This design comes from an exercise in tuning for small area, a short achievable clock period and few clock cycles on the open sky130 flow, not from production work.
Only simulation tests tie the RTL to the original design; equivalence was not proved.

<file path="flow/design.v">
module lab9(input clk,
            input reset,
            input give_valid,
            input [13:0]Intake,
            output reg [13:0]UpPrime,
            output reg [13:0]LowPrime,
            output reg out_valid);
reg [13:0]upper_temp_value;
reg [2:0]find_upper;
reg [2:0]combine_upper;
reg [13:0]ix;
reg [13:0]lower_temp_value;
reg [2:0]find_lower;
reg [2:0]combine_lower;
reg [13:0]iy;
reg [3:0]work_state;
wire[7:0]lower_root;
wire[7:0]upper_root;
always@(posedge clk or posedge reset)
begin
    if(reset)
    begin
        upper_temp_value <= 0;
		  find_upper <= 0;
		  combine_upper <= 1;
		  ix <= 2;
		  lower_temp_value <= 0;
		  find_lower <= 0;
		  combine_lower <= 1;
		  iy <= 2;
		  work_state <= 1;
		  out_valid <= 0;
		  UpPrime <= 0;
		  LowPrime <= 0;
    end
    else if(work_state == 0)
    begin
		  upper_temp_value <= 0;
		  find_upper <= 0;
		  combine_upper <= 1;
		  ix <= 2;
		  lower_temp_value <= 0;
		  find_lower <= 0;
		  combine_lower <= 1;
		  iy <= 2;
		  work_state <= 1;
		  out_valid <= 0;
		  UpPrime <= 0;
		  LowPrime <= 0;
    end
	 else if(work_state == 1)
	 begin
			if(give_valid)
			begin
				upper_temp_value <= Intake;
				lower_temp_value <= Intake;
				work_state <= 2;
			end
	 end
	 else if(work_state == 2)
	 begin
			if(find_upper == 1 && find_lower == 1)
				work_state <= 3;
			else
			begin
				if(find_upper != 1)
				begin
					if(combine_upper == 1)
					begin
						upper_temp_value <= upper_temp_value + 1;
						combine_upper <= 0;
					end
					else
					begin
						if(ix > upper_root)
							find_upper <= 1;
						else
						begin
							if(upper_temp_value % ix == 0)
							begin
								combine_upper <= 1;
								ix <= 2;
							end
							else
							begin
								ix <= ix + 1;
							end
						end
					end
				end
				if(find_lower != 1)
				begin
					if(combine_lower == 1)
					begin
						lower_temp_value <= lower_temp_value - 1;
						combine_lower <= 0;
					end
					else
					begin
						if(iy > lower_root)
							find_lower <= 1;
						else
						begin
							if(lower_temp_value % iy == 0)
							begin
								combine_lower <= 1;
								iy <= 2;
							end
							else
							begin
								iy <= iy + 1;
							end
						end
					end	
				end
			end
	 end
	 else if(work_state == 3)
	 begin
			work_state <= 0;
			out_valid <= 1;
			UpPrime <= upper_temp_value;
			LowPrime <= lower_temp_value;
	 end
end
sqrt x0(.in(upper_temp_value), .out(upper_root) );
sqrt x1(.in(lower_temp_value), .out(lower_root) );
endmodule
module sqrt(
input [13:0]in,
output reg [7:0]out);
always@(*)
begin
	if ( in >= 9409 ) out <=  97 ;
    else if ( in >= 7921 ) out <=  89 ;
    else if ( in >= 6889 ) out <=  83 ;
    else if ( in >= 6241 ) out <=  79 ;
    else if ( in >= 5329 ) out <=  73 ;
    else if ( in >= 5041 ) out <=  71 ;
    else if ( in >= 4489 ) out <=  67 ;
    else if ( in >= 3721 ) out <=  61 ;
    else if ( in >= 3481 ) out <=  59 ;
    else if ( in >= 2809 ) out <=  53 ;
    else if ( in >= 2209 ) out <=  47 ;
    else if ( in >= 1849 ) out <=  43 ;
    else if ( in >= 1681 ) out <=  41 ;
    else if ( in >= 1369 ) out <=  37 ;
    else if ( in >= 961 ) out <=  31 ;
    else if ( in >= 841 ) out <=  29 ;
    else if ( in >= 529 ) out <=  23 ;
    else if ( in >= 361 ) out <=  19 ;
    else if ( in >= 289 ) out <=  17 ;
    else if ( in >= 169 ) out <=  13 ;
    else if ( in >= 121 ) out <=  11 ;
    else if ( in >= 49 ) out <=  7 ;
    else if ( in >= 25 ) out <=  5 ;
    else if ( in >= 9 ) out <=  3 ;
    else if ( in >= 4 ) out <=  2 ;
    else out <=  1 ;
end
endmodule 
</file>
<file path="flow/constraint.sdc">
create_clock -name core_clock -period 85.0 [get_ports {clk}]
set_input_delay 17.0000 -clock core_clock [delete_from_list [all_inputs] [get_ports {clk}]]
set_output_delay 17.0000 -clock core_clock [all_outputs]
set_load 0.01 [all_outputs]
</file>
<file path="flow/config.mk">
export PLATFORM = sky130hd
export DESIGN_NAME = lab9
export DESIGN_NICKNAME = lab9
export VERILOG_FILES = /design/flow/design.v
export SDC_FILE = /design/flow/constraint.sdc
export NUM_CORES = 4
export LEC_CHECK = 0
export CAP_MARGIN = 20
export CORE_MARGIN = 2
export CORE_UTILIZATION = 40
export SLEW_MARGIN = 20
</file>
<file path="flow/run.sh">
#!/bin/bash
# synth_recipe.tcl (not shown) runs the flow's synth.tcl, then flattens the netlist and writes it again
# the make line also repeats each setting of config.mk as NAME=value (left out here)
make -C /OpenROAD-flow-scripts/flow DESIGN_CONFIG=/design/flow/config.mk WORK_HOME=/design/flow/orfs CLKGATE_MAP_FILE= SYNTH_SCRIPT=/design/flow/synth_recipe.tcl finish
</file>
==> run summary <==
[timing repair]
action,4_1_cts,5_1_grt
endpoints found under the setup margin,18,18
pin swaps,1,167
buffers inserted,4,179
endpoints found under the hold margin,0,0
resized for setup,46,456
gates cloned,0,9
[routing by layer]
metal,track usage,vias up
li1,-,28400
met1,0.359,27000
met2,0.403,1651
met3,0.0304,229
met4,0.0435,2
met5,0,-
[layout make-up]
type | instances | area share
inverter | 161 | 0.0104
multi-input combinational | 6756 | 0.828
clock buffer | 11 | 0.00426
clock inverter | 5 | 0.00139
tap | 1650 | 0.0348
sequential | 91 | 0.0387
timing repair buffer | 616 | 0.0822
[worst paths after layout]
| check | to | slack [ps] | startpoint | cells past startpoint |
|---|---|---|---|---|
| max | ix[5]$_DFFE_PP0P_ | 3920 | ix[13]$_DFFE_PP0P_ | 410 |
| min | UpPrime[0]$_DFFE_PP0P_ | 490 | UpPrime[0]$_DFFE_PP0P_ | 2 |
| max reg2reg | ix[5]$_DFFE_PP0P_ | 3920 | ix[13]$_DFFE_PP0P_ | 410 |
| min reg2reg | UpPrime[0]$_DFFE_PP0P_ | 490 | UpPrime[0]$_DFFE_PP0P_ | 2 |
| max in group asynchronous | ix[4]$_DFFE_PP0P_ | 66790 | reset | 3 |
| min in group asynchronous | ix[13]$_DFFE_PP0P_ | 17060 | reset | 2 |
[sequential cells by signal, indices dropped and copies added, names as in the netlist, 2 cells and up]
register          flops
UpPrime              14
work_state            2
LowPrime             14
lower_temp_value     14
upper_temp_value     14
iy                   14
ix                   14
[worst min-delay path: stages, from the launching register on]
cell and delay (ps):
sky130_fd_sc_hd__dfrtp_1 350, sky130_fd_sc_hd__nand2_1 60, sky130_fd_sc_hd__o31ai_1 50
[cell usage in the layout, fill, tap and decap left out, drive strengths merged, types with 95 or more instances in the layout]
| cell type | n |
|---|---|
| a21o | 206 |
| a21oi | 540 |
| buf | 570 |
| ha | 744 |
| inv | 156 |
| mux2 | 136 |
| nand2 | 663 |
| nand3 | 190 |
| nand4 | 102 |
| nor2 | 704 |
| nor3 | 501 |
| o21a | 388 |
| o21ai | 419 |
| o31ai | 212 |
| or2 | 155 |
| or3 | 95 |
| xnor2 | 206 |
| xor2 | 147 |
[cells by family after synthesis]
family	share of synthesized area
compound gates	0.341
xor+xnor	0.0622
fa+ha+maj	0.187
buf+inv	0.0313
flops	0.0454
mux	0.0429
other cells	0.0000746
simple gates	0.291
==> results.py <==
metrics = {
    "detailed_routing": {
        "wl_per_cell_microns": 18.8,
        "drt_drc_violations_left": 0,
        "post_route_m1_wl_microns": 83600,
        "drt_via_density": 6.17,
        "dr_wl_met2_microns": 76700,
        "drt_first_pass_iters": 8,
        "dr_total_vias": 57300,
        "drt_iter0_markers": 4647,
        "wl_met3_microns": 11000,
        "antenna_violating_nets_post_route": 0,
        "topRoutingLayerUsed": "met5",
        "routed_wirelength_microns": 174000,
    },
    "sta": {
        "timing.fmax_mhz": 12.3,
        "layout_worst_path_cycle_share": 0.954,
        "worstMarginPinSlew_ps": 1190,
        "final_hold_viol_count": 0,
        "finalCriticalPeriod_ps": 81080,
        "setup-violations-final": 0,
        "final_clock_skew_ps": 8.02,
        "final_max_slew_viol_count": 0,
        "fin_tns_setup_ps": 0,
        "final.setup.worst_slack_ps": 3920,
        "hold_slack_ps": 490,
        "remaining_max_slew_budget_at_the_tightest_pin": 0.204,
    },
    "logic_synthesis": {
        "mappedNetlistArea_sq_um": 50300,
        "post_synth_most_frequent_cells": "sky130_fd_sc_hd__ha_1 (744), sky130_fd_sc_hd__nor2_1 (701), sky130_fd_sc_hd__nand2_1 (659), sky130_fd_sc_hd__a21oi_1 (539), sky130_fd_sc_hd__nor3_1 (495)",
        "yosys_register_bits": 91,
        "fraction_of_synthesis_flops_using_an_asynchronous_set_or_reset_pin": 1.00,
        "synth.top_cells.by_area": "sky130_fd_sc_hd__ha_1 (19%), sky130_fd_sc_hd__o21a_1 (5.8%), sky130_fd_sc_hd__a21oi_1 (5.4%)",
        "synth.yosys.warnings": 2,
        "synth-edff-count": 0,
        "synthDistinctLibCells": 138,
        "synth_top_area_cell": "sky130_fd_sc_hd__ha_1",
        "post_synthesis_sequential_area_ratio": 0.0454,
        "synth_top_flop_cell": "sky130_fd_sc_hd__dfrtp_1",
        "synth.avg_cell_area_sq_um": 6.97,
        "yosysTopAreaCellShare": 0.185,
        "post_synth_inst_count": 7210,
        "most_frequently_used_cell_type_in_the_post_synthesis_netlist": "sky130_fd_sc_hd__ha_1",
    },
    "setup_path": {
        "crit_path_max_fanout": 21,
        "max_stage_delay_ps": 750,
        "worst_path_most_repeated_cell": "sky130_fd_sc_hd__o21a_1",
        "cp_top_family": "compound AO/OA/AOI/OAI gates",
        "timing.critical_path.slowest_stage_cell": "sky130_fd_sc_hd__o31ai_1",
        "critical_path_arrival_ps": 81340,
        "critical_path.n_buffers_inverters": 19,
        "critical_path_class": "reg -> reg",
        "critPathCaptureType": "register",
        "critPathLaunchType": "register",
        "worstPathRequired_ps": 85260,
    },
    "floorplanning": {
        "design.portCount": 46,
        "die_height_microns": 358,
        "initial_core_util": 0.402,
        "die_area_sq_um": 129000,
        "core_area_sq_um": 125000,
        "dieWidth_microns": 358,
        "core.rowCount": 130,
    },
    "place": {
        "total_of_buffers_placed_on_input_and_output_ports": 45,
        "placedCellCount": 9082,
        "post-dp-hpwl_microns": 134000,
        "dpl-instance-area_sq_um": 55200,
        "placement.setup.worst_slack_ps": -2100,
        "place.gp.congestion": 0.927,
    },
    "clocking": {
        "ctsLongestPathBuffers": 2,
        "tritoncts": "done",
        "cts.htree.levels": 3,
        "cts.reportedPaths.clkPinSlew_ps": 70,
        "root_driver": "sky130_fd_sc_hd__clkbuf_16",
        "numClockSinks": 91,
        "numCtsBuffers": 9,
        "post_cts_hold_buffer_count": 0,
        "worst_skew_pair.late_latency_ps": 370,
    },
    "global_route": {
        "grt_start_max_net_pins": 58,
        "grt_pass1_wl_microns": 269000,
        "grt_antenna_before_repair": 4,
        "gr-total-overflow": 0,
        "vias_in_the_first_global_route": 52000,
        "globalRouteTotalUtil": 0.250,
    },
    "run": {
        "drv.max_cap_violation_count": 0,
    },
    "finish": {
        "final_layout_size_suffix_gt1_frac": 0.183,
        "total_of_fill_cells_in_the_finished_design": 12500,
        "diodes": 0,
        "multi_input_area_sq_um": 49100,
        "num-nets-final": 8398,
        "reg_area_sq_um": 2290,
        "postLayoutCellArea_sq_um": 59300,
        "layoutNonFillerInstCount": 9290,
        "layout-area-overhead-vs-synth_pct": 18.0,
        "final_core_utilization": 0.474,
    },
    "status": {
        "run_status": "timing/DRC/antenna clean",
    },
    "min_path": {
        "holdCritPathClass": "reg -> reg",
    },
}
Testbench counts, summed over its fixed seeds: cycles 1,027,620.

## separate check: timing with driven ports
The results above use ideal ports. As a check the final layout listed here was re-extracted and re-timed, cells and wires unchanged.
Step 1, drivers: a clkbuf_16 drives clk and a buf_2 each remaining input, both assumed.
Step 2 adds t to the input delays and takes it off the output delays; t is the mean of the earliest and latest rising clock arrival at the registers after step 1. Input paths then give back, and output paths get back, about the clock's delay inside the block.
Slacks: no drivers / after step 1 / after step 2; pairs: no drivers / after step 1.
shift t [ns]: 0.438
slack for setup (ns): 3.916 / 3.916 / 3.916
latest minus earliest clock arrival (ns): 0.009 / 0.009
worst register clock-pin slew, ns: 0.07 / 0.07
worst data-port slew with drivers (ns): 0.15
After both steps setup and hold are still met in this run. For this run, drivers alone change the setup slack by 0.000 ns; drivers and shift together by 0.000 ns.
